Source: an optimization exercise on an open RTL-to-GDS flow (aim: small area and a short achievable clock period). Production flows keep margins and buffers that such runs may drop.
At most, simulation tests tie the RTL to the original design; equivalence was not proved.
Only the layout flow was run in run 1; the RTL was not checked for function there.
Power figures rest on the tool's default switching activity, not on a simulated workload.

### design/flow/config.mk
export PLATFORM = sky130hd
export DESIGN_NAME = cpu
export DESIGN_NICKNAME = cpu
export VERILOG_FILES = /design/flow/design.v
export SDC_FILE = /design/flow/constraint.sdc
export NUM_CORES = 4
export LEC_CHECK = 0
export CAP_MARGIN = 20
export CORE_MARGIN = 2
export CORE_UTILIZATION = 40
export SLEW_MARGIN = 20
### design/flow/design.v
module cpu (
    input clk,
    input reset,
    output reg [15:0] mem_addr,
    output reg [7:0] mem_data_write,
    input [7:0] mem_data_read,
    output reg mem_do_write,
    input [4:0] interrupts_enabled,
    input [4:0] interrupts_request,
    output reg [4:0] interrupts_ack,
    output cpu_is_halted,
    output [15:0] dbg_pc,
    output [15:0] dbg_sp,
    output [15:0] dbg_AF,
    output [15:0] dbg_BC,
    output [15:0] dbg_DE,
    output [15:0] dbg_HL,
    output dbg_instruction_retired,
    output reg [7:0] dbg_last_opcode
);
localparam S_IDLE = 4'd0,   
           S_FET  = 4'd1,
           S_DEC  = 4'd2,
           S_CB   = 4'd3,
           S_IML  = 4'd4,
           S_IMH  = 4'd5,
           S_LDL  = 4'd6,
           S_LDH  = 4'd7,
           S_EX   = 4'd8,
           S_STL  = 4'd9,
           S_STH  = 4'd10,
           S_PDL  = 4'd11,
           S_PDH  = 4'd12,
           S_WB   = 4'd13;
reg [3:0] st, nst;
reg [1:0] ph;
reg halted;
reg ime;
reg [15:0] pc, sp;
reg [7:0] rA, rB, rC, rD, rE, rH, rL;
reg fZ, fN, fH, fC;
reg [15:0] t;           
reg [4:0] ih;           
reg cbm;                
wire [7:0] op = dbg_last_opcode;
wire [7:0] cbop = t[15:8];
wire intr = |ih;
assign cpu_is_halted = halted;
assign dbg_pc = pc;
assign dbg_sp = sp;
assign dbg_AF = {rA, fZ, fN, fH, fC, 4'b0};
assign dbg_BC = {rB, rC};
assign dbg_DE = {rD, rE};
assign dbg_HL = {rH, rL};
wire [4:0] irq = interrupts_request & interrupts_enabled;
wire pending = ime & |irq;
wire [4:0] irq_first = irq & (~irq + 5'd1);
wire op_halts = mem_data_read == 8'h76 || mem_data_read == 8'h10 ||
                mem_data_read == 8'hd3 || mem_data_read == 8'hdb ||
                mem_data_read == 8'hdd || mem_data_read == 8'he3 ||
                mem_data_read == 8'he4 || mem_data_read == 8'heb ||
                mem_data_read == 8'hec || mem_data_read == 8'hed ||
                mem_data_read == 8'hf4 || mem_data_read == 8'hfc ||
                mem_data_read == 8'hfd;
wire nrm = ~intr & ~cbm;
wire cbx = cbm;                  
wire intd = intr & ~cbm;         
reg cond;
always @(*)
    case (op[4:3])
        2'd0: cond = ~fZ;
        2'd1: cond = fZ;
        2'd2: cond = ~fC;
        default: cond = fC;
    endcase
wire o_ldrr_imm = (op & 8'hcf) == 8'h01;
wire o_st_a_rr  = (op & 8'hcf) == 8'h02;    
wire o_ld_a_rr  = (op & 8'hcf) == 8'h0a;    
wire o_inc16    = (op & 8'hcf) == 8'h03;
wire o_dec16    = (op & 8'hcf) == 8'h0b;
wire o_inc8     = (op & 8'hc7) == 8'h04;
wire o_dec8     = (op & 8'hc7) == 8'h05;
wire o_ld8_imm  = (op & 8'hc7) == 8'h06;
wire o_rota     = (op & 8'he7) == 8'h07;    
wire o_ldnnsp   = op == 8'h08;
wire o_addhl    = (op & 8'hcf) == 8'h09;
wire o_jr       = op == 8'h18;
wire o_jrcc     = (op & 8'he7) == 8'h20;
wire o_daa      = op == 8'h27;
wire o_cpl      = op == 8'h2f;
wire o_scf      = op == 8'h37;
wire o_ccf      = op == 8'h3f;
wire o_ldrr8    = op[7:6] == 2'b01 && op != 8'h76;
wire o_alu      = op[7:6] == 2'b10;
wire o_alui     = (op & 8'hc7) == 8'hc6;
wire o_retcc    = (op & 8'he7) == 8'hc0;
wire o_pop      = (op & 8'hcf) == 8'hc1;
wire o_jpcc     = (op & 8'he7) == 8'hc2;
wire o_jp       = op == 8'hc3;
wire o_callcc   = (op & 8'he7) == 8'hc4;
wire o_push     = (op & 8'hcf) == 8'hc5;
wire o_rst      = (op & 8'hc7) == 8'hc7;
wire o_ret      = op == 8'hc9;
wire o_reti     = op == 8'hd9;
wire o_call     = op == 8'hcd;
wire o_ldh_st   = op == 8'he0;
wire o_ldc_st   = op == 8'he2;
wire o_addsp    = op == 8'he8;
wire o_jphl     = op == 8'he9;
wire o_ldnn_st  = op == 8'hea;
wire o_ldh_ld   = op == 8'hf0;
wire o_ldc_ld   = op == 8'hf2;
wire o_di       = op == 8'hf3;
wire o_ldhlsp   = op == 8'hf8;
wire o_ldsphl   = op == 8'hf9;
wire o_ldnn_ld  = op == 8'hfa;
wire o_ei       = op == 8'hfb;
wire call_t  = o_call | (o_callcc & cond);
wire ret_t   = o_ret | o_reti | (o_retcc & cond);
wire jp_t    = o_jp | (o_jpcc & cond);
wire jr_t    = o_jr | (o_jrcc & cond);
wire hl_src  = (o_ldrr8 | o_alu) & (op[2:0] == 3'd6) |
               (o_inc8 | o_dec8) & (op[5:3] == 3'd6);
wire hl_dst  = (o_ldrr8 | o_inc8 | o_dec8 | o_ld8_imm) & (op[5:3] == 3'd6);
wire n_imm16 = o_ldrr_imm | o_ldnnsp | o_jpcc | o_jp | o_callcc | o_call |
               o_ldnn_st | o_ldnn_ld;
wire n_imm   = n_imm16 | o_ld8_imm | o_jr | o_jrcc | o_alui | o_ldh_st |
               o_addsp | o_ldh_ld | o_ldhlsp;
wire n_ld16  = o_pop | ret_t;
wire n_ld    = n_ld16 | o_ld_a_rr | o_ldh_ld | o_ldc_ld | o_ldnn_ld | hl_src;
wire n_st16  = o_ldnnsp | o_push | call_t | o_rst;
wire n_st    = n_st16 | o_st_a_rr | o_ldh_st | o_ldc_st | o_ldnn_st | hl_dst;
wire n_pad   = call_t | o_retcc | o_ret | o_reti | o_rst | jp_t | jr_t |
               o_ldsphl | o_inc16 | o_dec16 | o_addhl | o_addsp | o_ldhlsp | o_push;
wire n_pad8  = (o_retcc & cond) | o_addsp;
wire cb_hl   = cbop[2:0] == 3'd6;
wire cb_bit  = cbop[7:6] == 2'b01;
wire d_imm   = nrm & n_imm;
wire d_imm16 = nrm & n_imm16;
wire d_ld    = nrm ? n_ld : (cbx & cb_hl);
wire d_ld16  = nrm & n_ld16;
wire d_st    = nrm ? n_st : intd | (cbx & cb_hl & ~cb_bit);
wire d_st16  = nrm ? n_st16 : intr;
wire d_pad   = nrm & n_pad;
wire d_pad8  = nrm & n_pad8;
reg [1:0] n_len;
always @(*)
    if (n_imm16) n_len = 2'd3;
    else if (n_imm | op == 8'hcb) n_len = 2'd2;
    else n_len = 2'd1;
wire [1:0] pc_inc = intr ? (cbm ? 2'd1 : 2'd0) : (cbm ? 2'd2 : n_len);
reg [1:0] c_pcinc;
always @(posedge clk) c_pcinc <= pc_inc;
wire [15:0] pcn = pc + {14'b0, c_pcinc};
wire hlpm = (o_st_a_rr | o_ld_a_rr) & op[5];           
wire o_popret = o_pop | o_ret | o_reti | o_retcc;
wire alu8 = o_alu | o_alui;
wire [2:0] alu_kind = op[5:3];    
wire sub8 = (alu8 & (alu_kind == 3'd2 | alu_kind == 3'd3 | alu_kind == 3'd7)) | o_dec8;
reg [2:0] k_sidx;
always @(*)
    if (cbm) k_sidx = cbop[2:0];
    else if (o_inc8 | o_dec8) k_sidx = op[5:3];
    else k_sidx = op[2:0];
wire k_useT = k_sidx == 3'd6 | (nrm & (o_ld_a_rr | o_ldh_ld | o_ldc_ld | o_ldnn_ld));
wire k_xP  = nrm & (o_inc16 | o_dec16 | hlpm | o_addhl | o_addsp | o_ldhlsp | o_ldsphl | o_jphl);
wire k_xM  = nrm & (o_jr | o_jrcc);
wire k_xA  = nrm & (alu8 | o_daa);
wire k_x01 = nrm & o_inc8;
wire k_xFF = nrm & o_dec8;
wire k_xT  = nrm & (o_ldrr_imm | o_pop | jp_t | call_t | ret_t);
wire k_y01 = nrm & (o_inc16 | (hlpm & ~op[4]));
wire k_yM1 = nrm & (o_dec16 | (hlpm & op[4]));
wire k_yHL = nrm & o_addhl;
wire k_ySx = nrm & (o_addsp | o_ldhlsp | o_jr | o_jrcc);
wire k_ySv = nrm & (alu8 | o_inc8 | o_dec8);
wire k_yInv = nrm & ((alu8 & sub8) | (o_daa & fN));
wire k_daa6  = nrm & o_daa & (fH | (~fN & (rA[3:0] > 4'h9)));
wire k_daa60 = nrm & o_daa & (fC | (~fN & (rA > 8'h99)));
wire k_cin = nrm & ((o_jr | o_jrcc) | (o_daa & fN) |
                    (alu8 & (alu_kind == 3'd2 | alu_kind == 3'd7)) |
                    (alu8 & alu_kind == 3'd1 & fC) | (alu8 & alu_kind == 3'd3 & ~fC));
wire k_wSh   = (cbm & cbop[7:6] == 2'b00) | (nrm & o_rota);
wire k_wBand = cbm & cbop[7:6] == 2'b01;
wire k_wBres = cbm & cbop[7:6] == 2'b10;
wire k_wBset = cbm & cbop[7:6] == 2'b11;
wire k_wCpl  = nrm & o_cpl;
wire k_wAnd  = nrm & alu8 & alu_kind == 3'd4;
wire k_wXor  = nrm & alu8 & alu_kind == 3'd5;
wire k_wOr   = nrm & alu8 & alu_kind == 3'd6;
wire k_wSum  = nrm & ((alu8 & (alu_kind[2] == 1'b0 | alu_kind == 3'd7)) | o_inc8 | o_dec8 | o_daa);
wire [2:0] k_shk = cbm ? cbop[5:3] : {1'b0, op[4:3]};
reg [2:0] k_didx;
reg k_w8;
always @(*) begin
    k_didx = 3'd7;
    k_w8 = 1'b0;
    if (cbm) begin
        k_didx = cbop[2:0];
        k_w8 = ~cb_bit;
    end else if (nrm) begin
        if (o_ldrr8 | o_ld8_imm | o_inc8 | o_dec8) begin k_didx = op[5:3]; k_w8 = 1'b1; end
        else if ((alu8 & alu_kind != 3'd7) | o_rota | o_daa | o_cpl |
                 o_ld_a_rr | o_ldh_ld | o_ldc_ld | o_ldnn_ld) k_w8 = 1'b1;
    end
end
wire k_w16 = nrm & (o_ldrr_imm | o_pop | o_inc16 | o_dec16 | o_addhl | o_ldhlsp | hlpm |
                    o_addsp | o_ldsphl);
wire [1:0] k_w16i = (o_addhl | o_ldhlsp | hlpm) ? 2'd2 : (o_addsp | o_ldsphl) ? 2'd3 : op[5:4];
wire k_popaf = nrm & o_pop & op[5:4] == 2'd3;
wire k_weA  = (k_w8 & k_didx == 3'd7) | k_popaf;
wire k_weB  = (k_w8 & k_didx == 3'd0) | (k_w16 & k_w16i == 2'd0);
wire k_weC  = (k_w8 & k_didx == 3'd1) | (k_w16 & k_w16i == 2'd0);
wire k_weD  = (k_w8 & k_didx == 3'd2) | (k_w16 & k_w16i == 2'd1);
wire k_weE  = (k_w8 & k_didx == 3'd3) | (k_w16 & k_w16i == 2'd1);
wire k_weH  = (k_w8 & k_didx == 3'd4) | (k_w16 & k_w16i == 2'd2);
wire k_weL  = (k_w8 & k_didx == 3'd5) | (k_w16 & k_w16i == 2'd2);
wire k_weSP = k_w16 & k_w16i == 2'd3 & ~o_pop;
wire k_spst = intr | (nrm & (o_push | call_t | o_rst | o_pop | ret_t));
wire k_rb8  = k_w8 & ~hlpm;    
wire k_aw8  = k_w8;            
reg k_zZ8, k_zA, k_nA, k_hC4, k_hC12, k_hA, k_cC8, k_cSh, k_cC16, k_cA, k_hInv, k_cInv;
reg [3:0] k_fk;    
always @(*) begin
    k_zZ8 = 0; k_zA = 0; k_nA = 0; k_hC4 = 0; k_hC12 = 0; k_hA = 0;
    k_cC8 = 0; k_cSh = 0; k_cC16 = 0; k_cA = 0; k_hInv = 0; k_cInv = 0;
    k_fk = {fZ, fN, fH, fC};
    if (cbm) begin
        case (cbop[7:6])
            2'b00: begin k_zZ8 = 1; k_fk[2:1] = 2'b00; k_cSh = 1; end
            2'b01: begin k_zZ8 = 1; k_fk[2:1] = 2'b01; end
            default: ;
        endcase
    end else if (nrm) begin
        if (alu8) begin
            k_zZ8 = 1;
            case (alu_kind)
                3'd4: k_fk[2:0] = 3'b010;
                3'd5, 3'd6: k_fk[2:0] = 3'b000;
                default: begin k_fk[2] = sub8; k_hC4 = 1; k_hInv = sub8; k_cC8 = 1; k_cInv = sub8; end
            endcase
        end
        else if (o_inc8 | o_dec8) begin k_zZ8 = 1; k_fk[2] = sub8; k_hC4 = 1; k_hInv = sub8; end
        else if (o_daa) begin k_zZ8 = 1; k_fk[1] = 1'b0; k_fk[0] = fC | (~fN & (rA > 8'h99)); end
        else if (o_cpl) k_fk[2:1] = 2'b11;
        else if (o_scf) k_fk[2:0] = 3'b001;
        else if (o_ccf) k_fk[2:0] = {2'b00, ~fC};
        else if (o_rota) begin k_fk[3:1] = 3'b000; k_cSh = 1; end
        else if (o_addhl) begin k_fk[2] = 1'b0; k_hC12 = 1; k_cC16 = 1; end
        else if (o_addsp | o_ldhlsp) begin k_fk[3:2] = 2'b00; k_hC4 = 1; k_cC8 = 1; end
        else if (o_pop & op[5:4] == 2'd3) begin k_zA = 1; k_nA = 1; k_hA = 1; k_cA = 1; end
    end
end
wire k_npcS = nrm & (jp_t | call_t | ret_t | jr_t | o_jphl);
wire k_npcV = intd | (nrm & o_rst);
wire [7:0] k_vec = intd ? {1'b0, 1'b1, ih[4], ih[3] | ih[2], ih[3] | ih[1], 3'b0}
                        : {2'b00, op[5:3], 3'b0};
reg [2:0] c_sidx, c_shk;
reg c_useT, c_xP, c_xM, c_xA, c_x01, c_xFF, c_xT, c_y01, c_yM1, c_yHL, c_ySx, c_ySv, c_yInv,
    c_daa6, c_daa60, c_cin, c_wSh, c_wBand, c_wBres, c_wBset, c_wCpl, c_wAnd, c_wXor, c_wOr,
    c_wSum, c_weA, c_weB, c_weC, c_weD, c_weE, c_weH, c_weL, c_weSP, c_spst, c_rb8, c_aw8,
    c_zZ8, c_zA, c_nA, c_hC4, c_hC12, c_hA, c_cC8, c_cSh, c_cC16, c_cA, c_hInv, c_cInv,
    c_npcS, c_npcV;
reg [3:0] c_fk;
reg [7:0] c_vec;
always @(posedge clk) begin
    c_sidx <= k_sidx; c_shk <= k_shk; c_useT <= k_useT;
    c_xP <= k_xP; c_xM <= k_xM; c_xA <= k_xA; c_x01 <= k_x01; c_xFF <= k_xFF; c_xT <= k_xT;
    c_y01 <= k_y01; c_yM1 <= k_yM1; c_yHL <= k_yHL; c_ySx <= k_ySx; c_ySv <= k_ySv;
    c_yInv <= k_yInv; c_daa6 <= k_daa6; c_daa60 <= k_daa60; c_cin <= k_cin;
    c_wSh <= k_wSh; c_wBand <= k_wBand; c_wBres <= k_wBres; c_wBset <= k_wBset;
    c_wCpl <= k_wCpl; c_wAnd <= k_wAnd; c_wXor <= k_wXor; c_wOr <= k_wOr; c_wSum <= k_wSum;
    c_weA <= k_weA; c_weB <= k_weB; c_weC <= k_weC; c_weD <= k_weD; c_weE <= k_weE;
    c_weH <= k_weH; c_weL <= k_weL; c_weSP <= k_weSP; c_spst <= k_spst; c_rb8 <= k_rb8;
    c_aw8 <= k_aw8;
    c_zZ8 <= k_zZ8; c_zA <= k_zA; c_nA <= k_nA; c_hC4 <= k_hC4; c_hC12 <= k_hC12; c_hA <= k_hA;
    c_cC8 <= k_cC8; c_cSh <= k_cSh; c_cC16 <= k_cC16; c_cA <= k_cA; c_hInv <= k_hInv;
    c_cInv <= k_cInv; c_fk <= k_fk;
    c_npcS <= k_npcS; c_npcV <= k_npcV; c_vec <= k_vec;
end
reg [7:0] sv;
always @(*)
    if (c_useT) sv = t[7:0];
    else case (c_sidx)
        3'd0: sv = rB;
        3'd1: sv = rC;
        3'd2: sv = rD;
        3'd3: sv = rE;
        3'd4: sv = rH;
        3'd5: sv = rL;
        default: sv = rA;
    endcase
function [1:0] psel_of(input [7:0] x);
    if ((x & 8'hcf) == 8'hc1 || (x & 8'he7) == 8'hc0 || x == 8'hc9 || x == 8'hd9 ||
        x == 8'h08 || x == 8'he8 || x == 8'hf8)
        psel_of = 2'd3;
    else if ((x & 8'hcf) == 8'hc5 || (x & 8'hc7) == 8'h03 || (x & 8'hcf) == 8'h09 ||
             (x & 8'he7) == 8'h02)
        psel_of = x[5:4];
    else
        psel_of = 2'd2;
endfunction
reg [1:0] psel;
always @(posedge clk)
    if (st == S_FET) psel <= psel_of(mem_data_read);
reg [15:0] P;
always @(*)
    case (psel)
        2'd0: P = {rB, rC};
        2'd1: P = {rD, rE};
        2'd2: P = {rH, rL};
        default: P = sp;
    endcase
reg sp_dn;
always @(posedge clk) sp_dn <= intr | o_push | call_t | o_rst;
wire [15:0] spn = {sp[15:1] + (sp_dn ? 15'h7fff : 15'h0001), sp[0]};
wire [15:0] sext_t = {{8{t[7]}}, t[7:0]};
wire [7:0] daa_v = {1'b0, c_daa60, c_daa60, 2'b00, c_daa6, c_daa6, 1'b0};
wire [15:0] ax = ({16{c_xP}} & P) | ({16{c_xT}} & t) | ({16{c_xM}} & mem_addr) |
                 ({16{c_xA}} & {8'h00, rA}) | {8'h00, {7{c_xFF}}, c_xFF | c_x01};
wire [7:0] ay_lo8 = ({8{c_ySv}} & sv) | daa_v;
wire [15:0] ay = ({16{c_y01}} & 16'h0001) | {16{c_yM1}} | ({16{c_yHL}} & {rH, rL}) |
                 ({16{c_ySx}} & sext_t) | {8'h00, ay_lo8 ^ {8{c_yInv}}};
wire [16:0] asum = {1'b0, ax} + {1'b0, ay} + {16'b0, c_cin};
wire c4  = ax[4] ^ ay[4] ^ asum[4];
wire c8  = ax[8] ^ ay[8] ^ asum[8];
wire c12 = ax[12] ^ ay[12] ^ asum[12];
wire c16 = asum[16];
wire [7:0] bmask = 8'b1 << cbop[5:3];
reg [7:0] sh_out;
reg sh_c;
always @(*)
    case (c_shk)
        3'd0: begin sh_out = {sv[6:0], sv[7]}; sh_c = sv[7]; end    
        3'd1: begin sh_out = {sv[0], sv[7:1]}; sh_c = sv[0]; end    
        3'd2: begin sh_out = {sv[6:0], fC}; sh_c = sv[7]; end       
        3'd3: begin sh_out = {fC, sv[7:1]}; sh_c = sv[0]; end       
        3'd4: begin sh_out = {sv[6:0], 1'b0}; sh_c = sv[7]; end     
        3'd5: begin sh_out = {sv[7], sv[7:1]}; sh_c = sv[0]; end    
        3'd6: begin sh_out = {sv[3:0], sv[7:4]}; sh_c = 1'b0; end   
        default: begin sh_out = {1'b0, sv[7:1]}; sh_c = sv[0]; end  
    endcase
wire w8_other = ~(c_wSh | c_wBand | c_wBres | c_wBset | c_wCpl | c_wAnd | c_wXor | c_wOr | c_wSum);
wire [7:0] w8 = ({8{c_wSh}} & sh_out) | ({8{c_wBand}} & sv & bmask) |
                ({8{c_wBres}} & sv & ~bmask) | ({8{c_wBset}} & (sv | bmask)) |
                ({8{c_wCpl}} & ~rA) | ({8{c_wAnd}} & rA & sv) | ({8{c_wXor}} & (rA ^ sv)) |
                ({8{c_wOr}} & (rA | sv)) | ({8{c_wSum}} & asum[7:0]) | ({8{w8_other}} & sv);
wire z8 = w8 == 8'h00;
wire [15:0] rb = c_rb8 ? {w8, w8} : asum[15:0];
wire [3:0] fnew = {
    c_zZ8 ? z8 : c_zA ? asum[7] : c_fk[3],
    c_nA ? asum[6] : c_fk[2],
    c_hC4 ? c4 ^ c_hInv : c_hC12 ? c12 : c_hA ? asum[5] : c_fk[1],
    c_cC8 ? c8 ^ c_cInv : c_cSh ? sh_c : c_cC16 ? c16 : c_cA ? asum[4] : c_fk[0]};
wire [15:0] npc = c_npcS ? asum[15:0] : c_npcV ? {8'h00, c_vec} : pcn;
reg [15:0] am;
always @(*)
    if (cbm) am = P;
    else if (intr | o_push | call_t | o_rst) am = spn;
    else if (o_ldh_st | o_ldh_ld) am = {8'hff, t[7:0]};
    else if (o_ldc_st | o_ldc_ld) am = {8'hff, rC};
    else if (o_ldnn_st | o_ldnn_ld | o_ldnnsp) am = t;
    else am = P;
reg [15:0] sdat;
always @(*)
    if (intr) sdat = cbm ? {cbop[7:6] == 2'b11 ? {8{t[7]}} : 8'h00, w8} : pcn;
    else if (cbm | hl_dst) sdat = {8'h00, w8};
    else if (o_push & op[5:4] == 2'd3) sdat = {rA, fZ, fN, fH, fC, 4'b0};
    else if (o_push | o_ldnnsp) sdat = P;
    else if (call_t | o_rst) sdat = pcn;
    else sdat = {8'h00, rA};
wire cb_go = op == 8'hcb && !pending;
wire ph3 = ph == 2'd3;
reg c_ld, c_ld16, c_st, c_st16, c_pad, c_pad8, c_imm16;
always @(posedge clk) begin
    c_ld <= d_ld; c_ld16 <= d_ld16; c_st <= d_st; c_st16 <= d_st16;
    c_pad <= d_pad; c_pad8 <= d_pad8; c_imm16 <= d_imm16;
end
wire s_idle = st == S_IDLE, s_fet = st == S_FET, s_dec = st == S_DEC, s_cb = st == S_CB,
     s_iml = st == S_IML, s_imh = st == S_IMH, s_ldl = st == S_LDL, s_ldh = st == S_LDH,
     s_ex = st == S_EX, s_stl = st == S_STL, s_sth = st == S_STH, s_pdl = st == S_PDL,
     s_pdh = st == S_PDH, s_wb = st == S_WB;
wire grp = ~(s_idle | s_fet | s_dec | s_ex | s_wb);
wire go_fet = (s_idle | s_wb) & (pending | ~halted);
wire go_cb  = s_dec & cb_go;
wire go_iml = s_dec & d_imm;
wire go_ldl = (s_dec & ~d_imm & d_ld) |
              (ph3 & c_ld & (s_cb | (s_iml & ~c_imm16) | s_imh));
wire go_imh = ph3 & s_iml & c_imm16;
wire go_ldh = ph3 & s_ldl & c_ld16;
wire go_ex  = (s_dec & ~cb_go & ~d_imm & ~d_ld) |
              (ph3 & ((s_cb & ~c_ld) | (s_iml & ~c_imm16 & ~c_ld) | (s_imh & ~c_ld) |
                      (s_ldl & ~c_ld16) | s_ldh));
wire go_stl = s_ex & c_st;
wire go_sth = ph3 & s_stl & c_st16;
wire go_pdl = (s_ex & ~c_st & c_pad) | (ph3 & c_pad & ((s_stl & ~c_st16) | s_sth));
wire go_pdh = ph3 & s_pdl & c_pad8;
wire go_wb  = (s_ex & ~c_st & ~c_pad) |
              (ph3 & (((s_stl & ~c_st16) | s_sth) & ~c_pad | (s_pdl & ~c_pad8) | s_pdh));
wire go_idle = (s_idle | s_wb) & ~(pending | ~halted);
always @(*) begin
    nst = st;
    if (go_fet) nst = S_FET;
    if (s_fet) nst = S_DEC;
    if (go_cb) nst = S_CB;
    if (go_iml) nst = S_IML;
    if (go_imh) nst = S_IMH;
    if (go_ldl) nst = S_LDL;
    if (go_ldh) nst = S_LDH;
    if (go_ex) nst = S_EX;
    if (go_stl) nst = S_STL;
    if (go_sth) nst = S_STH;
    if (go_pdl) nst = S_PDL;
    if (go_pdh) nst = S_PDH;
    if (go_wb) nst = S_WB;
    if (go_idle) nst = S_IDLE;
end
wire to_wb  = go_wb;
wire to_inc = go_cb | go_iml | go_imh | go_ldh | go_sth;
wire to_ldl = go_ldl;
wire to_stl = go_stl;
wire to_sth = go_sth;
reg in_wb;
assign dbg_instruction_retired = in_wb;
always @(posedge clk) begin
    interrupts_ack <= 5'b0;
    if (reset) begin
        st <= S_IDLE;
        in_wb <= 1'b0;
        ph <= 2'd0;
        halted <= 1'b0;
        pc <= 16'h0000;
        sp <= 16'h0000;
        rA <= 8'h00; rB <= 8'h00; rC <= 8'h00; rD <= 8'h00;
        rE <= 8'h00; rH <= 8'h00; rL <= 8'h00;
        {fZ, fN, fH, fC} <= 4'h0;
        mem_do_write <= 1'b0;
        mem_addr <= 16'h0000;
        ime <= 1'b0;
    end else begin
        st <= nst;
        in_wb <= to_wb;
        ph <= grp ? ph + 2'd1 : 2'd0;
        mem_do_write <= to_stl | to_sth;
        if (st == S_FET) begin
            dbg_last_opcode <= mem_data_read;
            halted <= op_halts & ~pending;
            ih <= pending ? irq_first : 5'b0;
            cbm <= 1'b0;
        end
        if (nst == S_FET) halted <= 1'b0;
        if (st == S_DEC) cbm <= cb_go;
        if (ph == 2'd1 && (st == S_IML || st == S_LDL)) t[7:0] <= mem_data_read;
        if (ph == 2'd1 && (st == S_CB || st == S_IMH || st == S_LDH)) t[15:8] <= mem_data_read;
        if (to_inc) mem_addr <= mem_addr + 16'd1;
        if (to_ldl | to_stl) mem_addr <= am;
        if (to_stl) mem_data_write <= sdat[7:0];
        if (to_sth) mem_data_write <= sdat[15:8];
        if (to_wb) begin
            pc <= npc;
            mem_addr <= npc;
            interrupts_ack <= ih;
            {fZ, fN, fH, fC} <= fnew;
            if (nrm & o_di) ime <= 1'b0;
            if (nrm & (o_ei | o_reti)) ime <= 1'b1;
            if (c_weA) rA <= c_aw8 ? w8 : rb[15:8];
            if (c_weB) rB <= rb[15:8];
            if (c_weC) rC <= rb[7:0];
            if (c_weD) rD <= rb[15:8];
            if (c_weE) rE <= rb[7:0];
            if (c_weH) rH <= rb[15:8];
            if (c_weL) rL <= rb[7:0];
            if (c_weSP) sp <= rb;
            if (c_spst) sp <= spn;
        end
    end
end
endmodule
### design/flow/constraint.sdc
create_clock -name core_clock -period 12.0 [get_ports {clk}]
set_input_delay 2.4000 -clock core_clock [delete_from_list [all_inputs] [get_ports {clk}]]
set_output_delay 2.4000 -clock core_clock [all_outputs]
set_load 0.01 [all_outputs]
### design/flow/run.sh
#!/bin/bash
# synth_recipe.tcl (not shown) runs the flow's synth.tcl, then flattens the netlist and writes it again
# the make line also repeats each setting of config.mk as NAME=value (left out here)
make -C /OpenROAD-flow-scripts/flow DESIGN_CONFIG=/design/flow/config.mk WORK_HOME=/design/flow/orfs CLKGATE_MAP_FILE= SYNTH_SCRIPT=/design/flow/synth_recipe.tcl finish
==> results of run 1 <==
[through the flow]
step	worst slack [ps]	instance area, um^2	hold slack, ps	instances	power, uW
2_1_floorplan	7581	15890	421.5	1985	1502
3_3_place_gp	5748	17680	434.3	2545	1830
3_5_place_dp	6276	17690	452.7	2546	1833
4_1_cts	6269	18700	466.7	2598	2755
5_1_grt	5880	18710	477.3	2599	2881
6_report	6165	18710	455.9	2599	2776
[layer usage]
layer,global-route usage (%),vias up,part of all wire (%),wire length (um)
met5,0,-,0.014,11
met3,7.510,310,11,8353
met2,58.25,1209,43,34110
met1,48.43,8244,39,30700
li1,-,7495,-,-
met4,23.23,2,7.5,5955
[state kept, by name, summed over array words and instances (netlist names), 2 cells and up]
name             cells
rH                   8
pc                  16
sp                  16
ih                   5
dbg_last_opcode      8
c_shk                3
rE                   8
rL                   8
t                   16
st                   4
c_sidx               3
rB                   8
rA                   8
c_pcinc              2
mem_addr            16
c_vec                4
rD                   8
mem_data_write       8
c_fk                 4
interrupts_ack       5
ph                   2
rC                   8
psel                 2
[worst paths after layout]
check / end / slack [ps] / cells after the start
max: sp[5]$_SDFFE_PP0P_ / 6170 / 17
min: ph[0]$_SDFF_PP0_ / 460 / 1
max reg2reg: sp[5]$_SDFFE_PP0P_ / 6170 / 17
min reg2reg: ph[0]$_SDFF_PP0_ / 460 / 1
[power by group]
group          switching [uW]  internal [uW]  total [uW]
clock                     373            551         924
sequential                125            854         979
combinational             553            321         873
total                    1050           1730        2780
[cell type report]
class	instances	area [um^2]
multi-input combinational	1538	9960
tap	518	648.1
sequential	233	5065
clock inverter	17	225.2
fill	3916	20200
timing repair buffer	183	1757
inverter	75	281.5
clock buffer	35	778.2
[cell usage in the layout (no fill, tap or decap), types with 38 or more instances in the layout]
cell,n
nor3_1,52
dfxtp_1,193
a211oi_1,63
xnor2_1,38
edfxtp_1,40
clkdlybuf4s50_1,150
ha_1,41
o21ai_0,99
a21oi_1,150
nand2_1,245
nor2_1,187
nand3_1,71
inv_1,73
[critical path, cell delays in order (launching register included)]
cell	delay, ps
dfxtp_1	940
mux4_2	410
nor3b_1	170
a311oi_4	480
inv_1	80
a21oi_1	180
xnor2_1	80
a2111o_1	390
ha_1	300
a21o_1	180
a21oi_1	280
o21bai_1	100
a21oi_1	180
xnor2_1	410
a221oi_2	280
a21oi_1	950
a222oi_1	260
inv_1	90
[logic make-up after synthesis]
family	after synthesis	share of synthesized area [%]
AO/OA/AOI/OAI	622	27.57
adder cells (fa/ha/maj)	45	3.734
XOR/XNOR	69	3.853
AND/OR/NAND/NOR	736	21.66
flip-flops	233	31.89
buffers and inverters	214	5.680
multiplexers	62	5.594
other	1	0.02361
==> impl_results.md, run 1 <==
* Via/cell ratio at between 6 and 7
* Share of cells above drive strength 1 at between 7 and 8%
* Initial antenna violation count at 1
* Worst skew pair latency at around 590 ps
* WP data required at 12520 ps
* Largest net degree at the start of global routing at 60
* Slew Limit Fails at 0
* Clk slew on worst S/H paths at 60 ps
* Endpoints failing setup at 0
* Synthesized area at roughly 16000 um^2
* Biggest area consumer among synthesized cells: dfxtp_1
* Outcome: complete, no violations
* Yosys reg bits at about 230
* H-tree depth at 1
* Period minus WS final at 5835 ps
* Slew @ Worst Pin at ~1100 ps
* MaxCap Viol Count at 0
* Fin util at between 40% and 50%
* Startpoint Class: register
* Congestion Overflow GR at 0
* Critical Path AT at ~6400 ps
* Die W at 203.3 um
* HPWL Detailed at between 60000 and 70000 um
* CTS Buffer Depth at 3
* Iteration-0 DRC Markers at between 2000 and 2500
* Global-route usage over all layers at between 30% and 40%
* Sequential area share after synthesis at a little under a third
* FMAX at about 0.17 GHz
* TritonCTS clock tree: built
* Yosys warns at 1
* CP Class: register to register
* N_diodes at 0
* PD cells at ~150 nW/um^2
* Synth Instances at between 1500 and 2000
* RSZ-0062 raised after global routing: false
* Area contributors post-synth: dfxtp_1, edfxtp_1, nand2_1
* Setup TNS at 0 ps
* Crit end category: register
* Number of synthesized flops with an enable pin at 40
* Worst Hold Class: register to register
* Std-Cell Rows at a little over 70
* Core area at between 30000 and 40000 um^2
* Area Growth Syn to Fin at 17.84%
* Postcts setup bufs at 0
* DR WL/cell at between 30 and 40 um
* Asr flop ratio synth at 0%
* Most used DFF post-synth: dfxtp_1
* Avg Cell Area, Syn at roughly 8.0 um^2
* Die ar. at a little over 40000 um^2
* Clock sink total at 233
* Routability Congestion at just over 1
* Clock root cell: clkbuf_16
* Start of the worst register-to-register path: c_sidx[0]$_DFF_P_
* Die Y at 203.3 um
* IO buf count at roughly 150
* Routed Antenna Nets at 0
* Via count at around 17000
* First-pass GRT wire length at approximately 110000 um
* Count leader, synth: nand2_1
* Count of unique library cells instantiated by Yosys at between 100 and 150
* # IOs at about 160
* Cts hold-fix bufs at 0
* Area share of the largest cell type after synthesis at between 20 and 25%
* Vias in the first global route at roughly 16000
* Final WL at approximately 79000 um
* Worst vdd ir at ~0.097 mV
* CTS Buf Count at 28
* Critical Path Fanout Max at 21
* Final hold violations at 0
* Final net count at 2124
* Slew headroom at between 20% and 30%
* Final Skew at between 20 and 25 ps
* Synth cell count leaders: nand2_1, dfxtp_1, nor2_1, a21oi_1, o21ai_0
* Drt drc at 0
* Leakage at approximately 0.0068 uW
* DR pass1 iterations at 9
* Crit path launch: c_sidx[0]$_DFF_P_
* Min-delay src: ph[0]$_SDFF_PP0_
* Initial core utilization at 40.81%
* Tcrit/Tclk final at roughly 49%
* Resized cells post-CTS at 0
==> run 2, diff against run 1 <==
--- a/design/flow/design.v
+++ b/design/flow/design.v
@@ -255,8 +255,8 @@
 wire k_npcV = intd | (nrm & o_rst);
 wire [7:0] k_vec = intd ? {1'b0, 1'b1, ih[4], ih[3] | ih[2], ih[3] | ih[1], 3'b0}
                         : {2'b00, op[5:3], 3'b0};
-reg [2:0] c_sidx, c_shk;
-reg c_useT, c_xP, c_xM, c_xA, c_x01, c_xFF, c_xT, c_y01, c_yM1, c_yHL, c_ySx, c_ySv, c_yInv,
+reg [2:0] c_shk;
+reg c_xP, c_xM, c_xA, c_x01, c_xFF, c_xT, c_y01, c_yM1, c_yHL, c_ySx, c_ySv, c_yInv,
     c_daa6, c_daa60, c_cin, c_wSh, c_wBand, c_wBres, c_wBset, c_wCpl, c_wAnd, c_wXor, c_wOr,
     c_wSum, c_weA, c_weB, c_weC, c_weD, c_weE, c_weH, c_weL, c_weSP, c_spst, c_rb8, c_aw8,
     c_zZ8, c_zA, c_nA, c_hC4, c_hC12, c_hA, c_cC8, c_cSh, c_cC16, c_cA, c_hInv, c_cInv,
@@ -264,7 +264,7 @@
 reg [3:0] c_fk;
 reg [7:0] c_vec;
 always @(posedge clk) begin
-    c_sidx <= k_sidx; c_shk <= k_shk; c_useT <= k_useT;
+    c_shk <= k_shk;
     c_xP <= k_xP; c_xM <= k_xM; c_xA <= k_xA; c_x01 <= k_x01; c_xFF <= k_xFF; c_xT <= k_xT;
     c_y01 <= k_y01; c_yM1 <= k_yM1; c_yHL <= k_yHL; c_ySx <= k_ySx; c_ySv <= k_ySv;
     c_yInv <= k_yInv; c_daa6 <= k_daa6; c_daa60 <= k_daa60; c_cin <= k_cin;
@@ -278,18 +278,19 @@
     c_cInv <= k_cInv; c_fk <= k_fk;
     c_npcS <= k_npcS; c_npcV <= k_npcV; c_vec <= k_vec;
 end
-reg [7:0] sv;
+reg [7:0] sv_c, sv;
 always @(*)
-    if (c_useT) sv = t[7:0];
-    else case (c_sidx)
-        3'd0: sv = rB;
-        3'd1: sv = rC;
-        3'd2: sv = rD;
-        3'd3: sv = rE;
-        3'd4: sv = rH;
-        3'd5: sv = rL;
-        default: sv = rA;
+    if (k_useT) sv_c = t[7:0];
+    else case (k_sidx)
+        3'd0: sv_c = rB;
+        3'd1: sv_c = rC;
+        3'd2: sv_c = rD;
+        3'd3: sv_c = rE;
+        3'd4: sv_c = rH;
+        3'd5: sv_c = rL;
+        default: sv_c = rA;
     endcase
+always @(posedge clk) sv <= sv_c;
 function [1:0] psel_of(input [7:0] x);
     if ((x & 8'hcf) == 8'hc1 || (x & 8'he7) == 8'hc0 || x == 8'hc9 || x == 8'hd9 ||
         x == 8'h08 || x == 8'he8 || x == 8'hf8)
==> design/flow/flow/run.sh (new file) <==
#!/bin/bash
# The standard layout (the standard.sh, unchanged synthesis), with the
# resizer's setup repair aiming at a larger slack than the ORFS default, so
# that it sizes and buffers the critical paths although the 12 ns clock is met.
set -euo pipefail
bash standard.sh SETUP_SLACK_MARGIN=8 finish > orfs_make.log 2>&1
==> design/flow/standard.sh (new file) <==
#!/bin/bash
# synth_recipe.tcl (not shown) runs the flow's synth.tcl, then flattens the netlist and writes it again
# the make line also repeats each setting of config.mk as NAME=value (left out here)
make -C /OpenROAD-flow-scripts/flow DESIGN_CONFIG=/design/flow/config.mk WORK_HOME=/design/flow/orfs CLKGATE_MAP_FILE= SYNTH_SCRIPT=/design/flow/synth_recipe.tcl "${@:-finish}"
--- a/design/flow/config.mk
+++ b/design/flow/config.mk
@@ -8,4 +8,6 @@
 export CAP_MARGIN = 20
 export CORE_MARGIN = 2
 export CORE_UTILIZATION = 40
+export CTS_CLUSTER_DIAMETER = 100
+export CTS_CLUSTER_SIZE = 30
 export SLEW_MARGIN = 20
removed: design/flow/run.sh
==> impl_results.md, run 2 <==
* Met1 Usage GRT at 51.83%
* Count of unique library cells instantiated by Yosys at 90
* DR pass1 iterations at 8
* Cts hold-fix bufs at 0
* Drt drc at 0
* Critical Path Fanout Max at 4
* Congestion Overflow GR at 0
* Asr flop ratio synth at 0%
* CP top delay family: buffers and inverters
* Area contributors post-synth: dfxtp_1, edfxtp_1, a21oi_1
* H-tree depth at 1
* Worst Hold Class: register to register
* Synthesized area at between 15000 and 20000 um^2
* Die ar. at about 42000 um^2
* Routed Antenna Nets at 0
* Period minus WS final at ~4000 ps
* Count leader, synth: nor2_1
* HPWL Detailed at about 61000 um
* RSZ-0062 raised after global routing: true
* Yosys warns at 1
* Slew headroom at a little under a quarter
* CTS Buffer Depth at 3
* Final WL at 82270 um
* Worst vdd ir at about 0.11 mV
* CP Class: register to output port
* Crit-path cells: clkdlybuf4s50_1
* Crit end category: output port
* # IOs at approximately 160
* DR WL/cell at 30.51 um
* Yosys reg bits at around 240
* MaxCap Viol Count at 0
* Clock sink total at between 200 and 250
* Endpoints failing setup at 0
* Commonest non-fill, non-tap cells in the layout: nor2_1, nand2_1, a21oi_1
* Critical Path Slowest Stage Cell: clkdlybuf4s50_1
* TritonCTS clock tree: built
* CP peak stage delay at ~600 ps
* Core area at 39730 um^2
* Biggest area consumer among synthesized cells: dfxtp_1
* Avg Cell Area, Syn at between 7 and 8 um^2
* Area Growth Syn to Fin at 20.56%
* Area share of the largest cell type after synthesis at around a quarter
* WP buf/inv at 1
* Number of synthesized flops with an enable pin at 40
* Clk slew on worst S/H paths at about 110 ps
* Via/cell ratio at around 6.7
* Worst skew pair latency at between 500 and 600 ps
* Synth cell count leaders: nor2_1, nand2_1, dfxtp_1, a21oi_1, o21ai_0
* Outcome: complete, no violations
* Die Y at 204.6 um
* Most common cell after layout, fill and taps aside: nor2_1
* Pre-CTS setup slack at around 6700 ps
* Global-route usage over all layers at 38.02%
* Share of cells above drive strength 1 at around 15%
* Via count at roughly 18000
* Vias in the first global route at approximately 17000
* Sequential area share after synthesis at 31.95%
* Iteration-0 DRC Markers at 2653
* CTS Buf Count at 12
* Final net count at ~2200
* Met2 Usage GRT at 56.41%
* WP data required at about 9600 ps
* Largest net degree at the start of global routing at 70
* Global routing's busiest layer: met2
* Critical Path AT at 1620 ps
* Fin util at approximately half
* Most used DFF post-synth: dfxtp_1
* First-pass GRT wire length at roughly 120000 um
* Leakage at about 0.007 uW
* Die W at between 200 and 250 um
* Final WS setup at between 7000 and 8000 ps
* Slew @ Worst Pin at about 1200 ps
* Routability Congestion at about 1.1
* FMAX at ~0.25 GHz
* Setup TNS at 0 ps
* Final hold violations at 0
* PD cells at 145.3 nW/um^2
* Initial core utilization at roughly 41%
* Tcrit/Tclk final at around a third
* Initial antenna violation count at 1
* Clock root cell: clkbuf_16
* M3 GR Usage at under 10%
* IO buf count at 151
* Final Skew at approximately 27 ps
* Std-Cell Rows at 73
* Startpoint Class: register
* Synth Instances at 2062
* Slew Limit Fails at 0
## run 2: cell count changes after synthesis, sizes merged, moves of 14 or more
cell / before / now
a221oi: 28 / 14
a211oi: 65 / 39
clkbuf: 77 / 95
a21oi: 150 / 170
xor2: 30 / 15
o22ai: 13 / 31
a31oi: 30 / 63
o21ai: 102 / 127
nand2: 245 / 209
nor2: 190 / 226
## run 2: metal layers
layer,routed length (um),vias to the layer above
li1,-,7846
met1,32760,8691
met2,34540,1246
met3,10120,255
met4,4850,0
met5,0,-
## run 2: path summary, 6_finish.rpt
kind | startpoint | endpoint | cells after the start | slack [ps]
worst max-delay path | sp[8]$_SDFFE_PP0P_ | dbg_sp[8] | 1 | 7980
worst min-delay path | ph[0]$_SDFF_PP0_ | ph[0]$_SDFF_PP0_ | 1 | 460
worst max register to register | psel[1]$_SDFFCE_PP1P_ | mem_addr[14]$_SDFFE_PP0P_ | 13 | 7980
worst min register to register | ph[0]$_SDFF_PP0_ | ph[0]$_SDFF_PP0_ | 1 | 460
## run 2: layout make-up
class	count	area, um^2
Fill cell	3926	20320
Multi-Input combinational cell	1604	10570
Sequential cell	237	5281
Timing Repair Buffer	230	2213
Tap cell	525	656.9
Clock buffer	17	360.3
Inverter	80	300.3
Clock inverter	3	26.28
Antenna cell	1	2.502
## run 2: logic make-up after synthesis
kind of cell	share of synthesized area [%]
and+or+nand+nor	22.42
AOI/OAI and AO/OA	27.49
DFF	31.95
buffers and inverters	5.734
muxes	5.820
xor gates and xnor gates	2.883
adders and majority gates	3.683
other	0.02329
## run 2: what timing repair did
item | in CTS | in global routing
buffers inserted | 27 | 17
resized for setup | 147 | 90
hold endpoints to repair | 0 | 0
endpoints found under the setup margin | 186 | 130
pin swaps | 12 | 30
cloned | 2 | 1
## run 2: power by group
| part | leakage, uW | internal (uW) | switching [uW] |
|---|---|---|---|
| sequential | 0.00201 | 903 | 175 |
| combinational | 0.00491 | 466 | 770 |
| clock | 0.000192 | 216 | 290 |
## run 2: through the flow
stage	power, uW	std cells	hold WS, ps	cell area (um^2)
final	2821	2697	463.9	19410
after global routing	2918	2696	514.2	19410
after CTS	2749	2678	472.3	18940
after detailed placement	2218	2629	453.3	17940
after global placement	2213	2629	434.3	17940
after floorplan	1741	2065	421.5	16140
==> run 3, diff against run 2 <==
--- a/design/flow/design.v
+++ b/design/flow/design.v
@@ -165,7 +165,7 @@
 wire k_useT = k_sidx == 3'd6 | (nrm & (o_ld_a_rr | o_ldh_ld | o_ldc_ld | o_ldnn_ld));
 wire k_xP  = nrm & (o_inc16 | o_dec16 | hlpm | o_addhl | o_addsp | o_ldhlsp | o_ldsphl | o_jphl);
 wire k_xM  = nrm & (o_jr | o_jrcc);
-wire k_xA  = nrm & (alu8 | o_daa);
+wire k_xA  = nrm & (alu8 | o_daa | o_cpl);
 wire k_x01 = nrm & o_inc8;
 wire k_xFF = nrm & o_dec8;
 wire k_xT  = nrm & (o_ldrr_imm | o_pop | jp_t | call_t | ret_t);
@@ -173,7 +173,7 @@
 wire k_yM1 = nrm & (o_dec16 | (hlpm & op[4]));
 wire k_yHL = nrm & o_addhl;
 wire k_ySx = nrm & (o_addsp | o_ldhlsp | o_jr | o_jrcc);
-wire k_ySv = nrm & (alu8 | o_inc8 | o_dec8);
+wire k_yZ  = nrm & (o_ldrr_imm | o_pop | jp_t | call_t | ret_t | o_ldsphl | o_jphl);
 wire k_yInv = nrm & ((alu8 & sub8) | (o_daa & fN));
 wire k_daa6  = nrm & o_daa & (fH | (~fN & (rA[3:0] > 4'h9)));
 wire k_daa60 = nrm & o_daa & (fC | (~fN & (rA > 8'h99)));
@@ -189,6 +189,7 @@
 wire k_wXor  = nrm & alu8 & alu_kind == 3'd5;
 wire k_wOr   = nrm & alu8 & alu_kind == 3'd6;
 wire k_wSum  = nrm & ((alu8 & (alu_kind[2] == 1'b0 | alu_kind == 3'd7)) | o_inc8 | o_dec8 | o_daa);
+wire k_wT    = nrm & o_ld_a_rr & op[5];    
 wire [2:0] k_shk = cbm ? cbop[5:3] : {1'b0, op[4:3]};
 reg [2:0] k_didx;
 reg k_w8;
@@ -256,18 +257,13 @@
 wire [7:0] k_vec = intd ? {1'b0, 1'b1, ih[4], ih[3] | ih[2], ih[3] | ih[1], 3'b0}
                         : {2'b00, op[5:3], 3'b0};
 reg [2:0] c_shk;
-reg c_xP, c_xM, c_xA, c_x01, c_xFF, c_xT, c_y01, c_yM1, c_yHL, c_ySx, c_ySv, c_yInv,
-    c_daa6, c_daa60, c_cin, c_wSh, c_wBand, c_wBres, c_wBset, c_wCpl, c_wAnd, c_wXor, c_wOr,
+reg c_cin, c_wT, c_wSh, c_wBand, c_wBres, c_wBset, c_wCpl, c_wAnd, c_wXor, c_wOr,
     c_wSum, c_weA, c_weB, c_weC, c_weD, c_weE, c_weH, c_weL, c_weSP, c_spst, c_rb8, c_aw8,
     c_zZ8, c_zA, c_nA, c_hC4, c_hC12, c_hA, c_cC8, c_cSh, c_cC16, c_cA, c_hInv, c_cInv,
     c_npcS, c_npcV;
-reg [3:0] c_fk;
-reg [7:0] c_vec;
 always @(posedge clk) begin
     c_shk <= k_shk;
-    c_xP <= k_xP; c_xM <= k_xM; c_xA <= k_xA; c_x01 <= k_x01; c_xFF <= k_xFF; c_xT <= k_xT;
-    c_y01 <= k_y01; c_yM1 <= k_yM1; c_yHL <= k_yHL; c_ySx <= k_ySx; c_ySv <= k_ySv;
-    c_yInv <= k_yInv; c_daa6 <= k_daa6; c_daa60 <= k_daa60; c_cin <= k_cin;
+    c_cin <= k_cin; c_wT <= k_wT;
     c_wSh <= k_wSh; c_wBand <= k_wBand; c_wBres <= k_wBres; c_wBset <= k_wBset;
     c_wCpl <= k_wCpl; c_wAnd <= k_wAnd; c_wXor <= k_wXor; c_wOr <= k_wOr; c_wSum <= k_wSum;
     c_weA <= k_weA; c_weB <= k_weB; c_weC <= k_weC; c_weD <= k_weD; c_weE <= k_weE;
@@ -275,10 +271,10 @@
     c_aw8 <= k_aw8;
     c_zZ8 <= k_zZ8; c_zA <= k_zA; c_nA <= k_nA; c_hC4 <= k_hC4; c_hC12 <= k_hC12; c_hA <= k_hA;
     c_cC8 <= k_cC8; c_cSh <= k_cSh; c_cC16 <= k_cC16; c_cA <= k_cA; c_hInv <= k_hInv;
-    c_cInv <= k_cInv; c_fk <= k_fk;
-    c_npcS <= k_npcS; c_npcV <= k_npcV; c_vec <= k_vec;
+    c_cInv <= k_cInv;
+    c_npcS <= k_npcS; c_npcV <= k_npcV;
 end
-reg [7:0] sv_c, sv;
+reg [7:0] sv_c;
 always @(*)
     if (k_useT) sv_c = t[7:0];
     else case (k_sidx)
@@ -290,7 +286,6 @@
         3'd5: sv_c = rL;
         default: sv_c = rA;
     endcase
-always @(posedge clk) sv <= sv_c;
 function [1:0] psel_of(input [7:0] x);
     if ((x & 8'hcf) == 8'hc1 || (x & 8'he7) == 8'hc0 || x == 8'hc9 || x == 8'hd9 ||
         x == 8'h08 || x == 8'he8 || x == 8'hf8)
@@ -316,12 +311,24 @@
 always @(posedge clk) sp_dn <= intr | o_push | call_t | o_rst;
 wire [15:0] spn = {sp[15:1] + (sp_dn ? 15'h7fff : 15'h0001), sp[0]};
 wire [15:0] sext_t = {{8{t[7]}}, t[7:0]};
-wire [7:0] daa_v = {1'b0, c_daa60, c_daa60, 2'b00, c_daa6, c_daa6, 1'b0};
-wire [15:0] ax = ({16{c_xP}} & P) | ({16{c_xT}} & t) | ({16{c_xM}} & mem_addr) |
-                 ({16{c_xA}} & {8'h00, rA}) | {8'h00, {7{c_xFF}}, c_xFF | c_x01};
-wire [7:0] ay_lo8 = ({8{c_ySv}} & sv) | daa_v;
-wire [15:0] ay = ({16{c_y01}} & 16'h0001) | {16{c_yM1}} | ({16{c_yHL}} & {rH, rL}) |
-                 ({16{c_ySx}} & sext_t) | {8'h00, ay_lo8 ^ {8{c_yInv}}};
+wire [7:0] daa_v = {1'b0, k_daa60, k_daa60, 2'b00, k_daa6, k_daa6, 1'b0};
+wire [15:0] ax_c = ({16{k_xP}} & P) | ({16{k_xT}} & t) | ({16{k_xM}} & mem_addr) |
+                   ({16{k_xA}} & {8'h00, rA}) | {8'h00, {7{k_xFF}}, k_xFF | k_x01};
+reg [15:0] ay_c;
+always @(*)
+    if (k_y01) ay_c = 16'h0001;
+    else if (k_yM1) ay_c = 16'hffff;
+    else if (k_yHL) ay_c = {rH, rL};
+    else if (k_ySx) ay_c = sext_t;
+    else if (k_yZ) ay_c = 16'h0000;
+    else ay_c = {8'h00, (o_daa & nrm ? daa_v : sv_c) ^ {8{k_yInv}}};
+reg [15:0] ax, ay;
+always @(posedge clk) begin
+    ax <= ax_c;
+    ay <= ay_c;
+end
+wire [7:0] sv = ay[7:0];
+wire [7:0] av = ax[7:0];
 wire [16:0] asum = {1'b0, ax} + {1'b0, ay} + {16'b0, c_cin};
 wire c4  = ax[4] ^ ay[4] ^ asum[4];
 wire c8  = ax[8] ^ ay[8] ^ asum[8];
@@ -341,19 +348,19 @@
         3'd6: begin sh_out = {sv[3:0], sv[7:4]}; sh_c = 1'b0; end   
         default: begin sh_out = {1'b0, sv[7:1]}; sh_c = sv[0]; end  
     endcase
-wire w8_other = ~(c_wSh | c_wBand | c_wBres | c_wBset | c_wCpl | c_wAnd | c_wXor | c_wOr | c_wSum);
-wire [7:0] w8 = ({8{c_wSh}} & sh_out) | ({8{c_wBand}} & sv & bmask) |
+wire w8_other = ~(c_wT | c_wSh | c_wBand | c_wBres | c_wBset | c_wCpl | c_wAnd | c_wXor | c_wOr | c_wSum);
+wire [7:0] w8 = ({8{c_wT}} & t[7:0]) | ({8{c_wSh}} & sh_out) | ({8{c_wBand}} & sv & bmask) |
                 ({8{c_wBres}} & sv & ~bmask) | ({8{c_wBset}} & (sv | bmask)) |
-                ({8{c_wCpl}} & ~rA) | ({8{c_wAnd}} & rA & sv) | ({8{c_wXor}} & (rA ^ sv)) |
-                ({8{c_wOr}} & (rA | sv)) | ({8{c_wSum}} & asum[7:0]) | ({8{w8_other}} & sv);
+                ({8{c_wCpl}} & ~av) | ({8{c_wAnd}} & av & sv) | ({8{c_wXor}} & (av ^ sv)) |
+                ({8{c_wOr}} & (av | sv)) | ({8{c_wSum}} & asum[7:0]) | ({8{w8_other}} & sv);
 wire z8 = w8 == 8'h00;
 wire [15:0] rb = c_rb8 ? {w8, w8} : asum[15:0];
 wire [3:0] fnew = {
-    c_zZ8 ? z8 : c_zA ? asum[7] : c_fk[3],
-    c_nA ? asum[6] : c_fk[2],
-    c_hC4 ? c4 ^ c_hInv : c_hC12 ? c12 : c_hA ? asum[5] : c_fk[1],
-    c_cC8 ? c8 ^ c_cInv : c_cSh ? sh_c : c_cC16 ? c16 : c_cA ? asum[4] : c_fk[0]};
-wire [15:0] npc = c_npcS ? asum[15:0] : c_npcV ? {8'h00, c_vec} : pcn;
+    c_zZ8 ? z8 : c_zA ? asum[7] : k_fk[3],
+    c_nA ? asum[6] : k_fk[2],
+    c_hC4 ? c4 ^ c_hInv : c_hC12 ? c12 : c_hA ? asum[5] : k_fk[1],
+    c_cC8 ? c8 ^ c_cInv : c_cSh ? sh_c : c_cC16 ? c16 : c_cA ? asum[4] : k_fk[0]};
+wire [15:0] npc = c_npcS ? asum[15:0] : c_npcV ? {8'h00, k_vec} : pcn;
 reg [15:0] am;
 always @(*)
     if (cbm) am = P;
==> design/flow/flow/run.sh (replaced) <==
#!/bin/bash
# The standard layout (standard.sh: unchanged synthesis, placement, CTS,
# routing), with two settings changed:
#  - the resizer's setup repair aims at a larger slack than the ORFS default,
#    so that it sizes and buffers the critical paths although 12 ns is met;
#  - the port buffers are buf_2 cells (ORFS otherwise picks a 10 um2 delay
#    buffer); every input and output port is still buffered.
# make's output goes to orfs_make.log; each ORFS step logs to orfs/logs/.
set -euo pipefail
bash standard.sh SETUP_SLACK_MARGIN=8.3 \
    "BUFFER_PORTS_ARGS=-buffer_cell sky130_fd_sc_hd__buf_2" \
    finish > orfs_make.log 2>&1
--- a/design/flow/config.mk
+++ b/design/flow/config.mk
@@ -7,7 +7,7 @@
 export LEC_CHECK = 0
 export CAP_MARGIN = 20
 export CORE_MARGIN = 2
-export CORE_UTILIZATION = 40
-export CTS_CLUSTER_DIAMETER = 100
-export CTS_CLUSTER_SIZE = 30
+export CORE_UTILIZATION = 55
+export CTS_CLUSTER_DIAMETER = 60
+export CTS_CLUSTER_SIZE = 20
 export SLEW_MARGIN = 20
==> impl_results.md, run 3 <==
* H-tree depth at 1
* Total power at roughly 2900 uW
* Synthesized area at around 16000 um^2
* Outcome: complete, no violations
* Initial antenna violation count at 3
* DR pass1 iterations at 12
* Routability Congestion at between 1 and 1.5
* Count leader, synth: nand2_1
* Worst vdd ir at between 0.1 and 0.15 mV
* Critical Path AT at around 4200 ps
* FMAX at 0.2616 GHz
* CTS Buf Count at 24
* Area Growth Syn to Fin at 15.53%
* Via count at between 15000 and 20000
* Setup TNS at 0 ps
* Slew headroom at between 20% and 30%
* Final WL at approximately 71000 um
* Die Y at 175.2 um
* Endpoints failing setup at 0
* Pre-CTS setup slack at around 7300 ps
* Worst Hold Class: register to register
* CTS Buffer Depth at 3
* Critical Path Fanout Max at 5
* RSZ-0062 raised after global routing: true
* Asr flop ratio synth at 0%
* Worst R2R Path Depth at 10
* Hold depth at 1
* Footprint of the multi-input gates at between 10000 and 15000 um^2
* Crit end category: register
* Fillers at between 2000 and 3000
* Avg Cell Area, Syn at between 8 and 9 um^2
* Clock sink total at between 200 and 250
* Final WS setup at roughly 8200 ps
* Final net count at between 2000 and 2500
* Synth Instances at around 2000
* Fin util at between 60% and 70%
* Slew Limit Fails at 0
* Yosys warns at 1
* Worst skew pair latency at between 500 and 600 ps
* PD cells at ~150 nW/um^2
* Sequential area share after synthesis at between 30% and 40%
* Startpoint Class: input port
* First-pass GRT wire length at 103700 um
* Final hold violations at 0
* Largest net degree at the start of global routing at 64
* Die W at about 180 um
* Core area at 28780 um^2
* R2r setup slk at 8340 ps
* Area contributors post-synth: dfxtp_1, edfxtp_1, nand2_1
* # IOs at roughly 160
* Cts hold-fix bufs at 0
* CP Class: input port to register
* Tcrit/Tclk final at about a third
* Initial core utilization at a little under three fifths
* Clock root cell: clkbuf_16
* Iteration-0 DRC Markers at approximately 3000
* Most used DFF post-synth: dfxtp_1
* Clk slew on worst S/H paths at roughly 70 ps
* IO buf count at approximately 150
* MaxCap Viol Count at 0
* Slew @ Worst Pin at around 1200 ps
* Final Skew at around 19 ps
* Global-route usage over all layers at approximately 45%
* Count of unique library cells instantiated by Yosys at between 100 and 150
* Period minus WS final at roughly 3800 ps
* WP data required at ~12000 ps
* Leakage at between 0.007 and 0.008 uW
* Number of synthesized flops with an enable pin at 40
* Via/cell ratio at 7.112
* Commonest non-fill, non-tap cells in the layout: nand2_1, nor2_1, dfxtp_1
* Biggest area consumer among synthesized cells: dfxtp_1
* Congestion Overflow GR at 0
* TritonCTS clock tree: built
* Most common cell after layout, fill and taps aside: nand2_1
* Die ar. at a little over 30000 um^2
* Synth cell count leaders: nand2_1, nor2_1, dfxtp_1, a21oi_1, o21ai_0
* Share of cells above drive strength 1 at a little under a fifth
* Yosys reg bits at between 200 and 250
* DR WL/cell at 28.09 um
* HPWL Detailed at about 52000 um
* Routed Antenna Nets at 0
* Drt drc at 0
* Seq. cell area at roughly 5200 um^2
* Area share of the largest cell type after synthesis at roughly a quarter
* Vias in the first global route at approximately 16000
* Std-Cell Rows at slightly above 60
[run 3: changes by cell type in the layout (fill, tap and decap cells not counted), moves of 13 or more]
cell	previous run	this run
dfxtp_1	112	185
nand3_1	74	58
a221o_1	6	21
clkbuf_16	13	26
inv_1	77	63
buf_2	3	145
mux2i_1	32	47
a31oi_1	59	30
o21ai_0	110	128
clkdlybuf4s50_1	137	0
dfxtp_2	73	15
[run 3: worst paths after layout]
path	start	endpoint
setup / recovery	interrupts_enabled[0]	mem_addr[1]$_SDFFE_PP0P_
hold / removal	ph[0]$_SDFF_PP0_	ph[0]$_SDFF_PP0_
setup reg to reg	dbg_last_opcode[1]$_DFFE_PP_	mem_addr[12]$_SDFFE_PP0P_
hold reg to reg	ph[0]$_SDFF_PP0_	ph[0]$_SDFF_PP0_
[run 3: worst max-delay path, stage by stage]
cell       delay, ps
buf_6             70
a222oi_1          80
buf_4            150
a31o_4           220
nor2b_4          130
nand2_2          110
nand2_2           70
a2111oi_4        440
buf_6            220
buf_4            130
a21oi_2           30
a22oi_2          120
nor2_1            60
[run 3: per-layer routing]
| metal | GRT usage (%) | wire length [um] | vias to the layer above | share of wire [%] |
|---|---|---|---|---|
| li1 | - | - | 7730 | - |
| met1 | 60.09 | 26630 | 8454 | 37 |
| met2 | 66.17 | 29620 | 1488 | 42 |
| met3 | 12.12 | 10100 | 355 | 14 |
| met4 | 21.84 | 4839 | 2 | 6.8 |
| met5 | 0 | 11 | - | 0.015 |
[run 3: repair_timing]
item,4_1_cts,5_1_grt
setup buffers,26,14
setup endpoints to repair,67,66
pin swaps,6,13
resized for setup,34,43
gates cloned,5,1
[run 3: through the flow]
step	cell area (um^2)	instances	hold WS, ps
floorplan	16210	2014	421.5
global placement	17060	2444	432.6
detailed placement	17060	2444	446.5
CTS	18330	2518	463.6
global route	18630	2533	482.0
finish	18630	2535	459.0
[run 3: where the power goes]
part | leakage (uW) | internal [uW] | total, uW | switching [uW]
clock network | 0.000411 | 414 | 812 | 398
registers | 0.00199 | 877 | 986 | 109
logic | 0.00491 | 380 | 1080 | 698
[run 3: kinds of logic (layout without fill, tap and decap cells)]
logic type	count (synthesis)	after routing	synth area share, %
simple gates	736	736	21.38
compound gates	649	649	27.70
flops	240	240	32.27
fa+ha+maj	46	46	3.739
mux	73	73	5.919
buf+inv	204	339	5.547
other cells	1	6	0.02325
xor+xnor	62	62	3.414
[run 3: cell type report]
| class | count | area share [%] |
|---|---|---|
| inverter | 68 | 1.390 |
| antenna | 2 | 0.02686 |
| sequential | 240 | 28.04 |
| multi-input combinational | 1570 | 55.22 |
| clock buffer | 27 | 3.398 |
| timing repair buffer | 228 | 8.219 |
| tap | 384 | 2.579 |
| clock inverter | 16 | 1.135 |

afterwards: timing with drivers on the ports:
In the flow no input, the clock included, has a driving cell. The finished layouts below were timed again as built, in two steps.
Step 1 assumes that a clkbuf_16 drives the clock port and a buf_2 every other input.
Step 2 moves the port delays by t, midway between the first and last clock arrival at a register: inputs arrive t later, outputs are due t later. That takes back most of the time a late clock gives input paths.
a / b / c = ideal ports / drivers / drivers and shift; a / b = the first two.
| run | t (ns) | setup slack, ns | hold WS [ns] | worst setup path at the end | clock arrival spread, ns |
|---|---|---|---|---|---|
| run 1 | 0.637 | 6.165 / 6.165 / 6.165 | 0.456 / 0.456 / 0.456 | register to register | 0.023 / 0.023 |
| run 2 | 0.577 | 7.976 / 7.913 / 7.513 | 0.464 / 0.464 / 0.464 | input to register | 0.027 / 0.027 |
| run 3 | 0.605 | 8.177 / 8.192 / 7.587 | 0.459 / 0.459 / 0.459 | input to register | 0.019 / 0.019 |
After both steps every run listed still meets setup and hold. The setup slack of run 3, which loses most, moves by +0.015 ns with the drivers and by -0.590 ns with both steps.
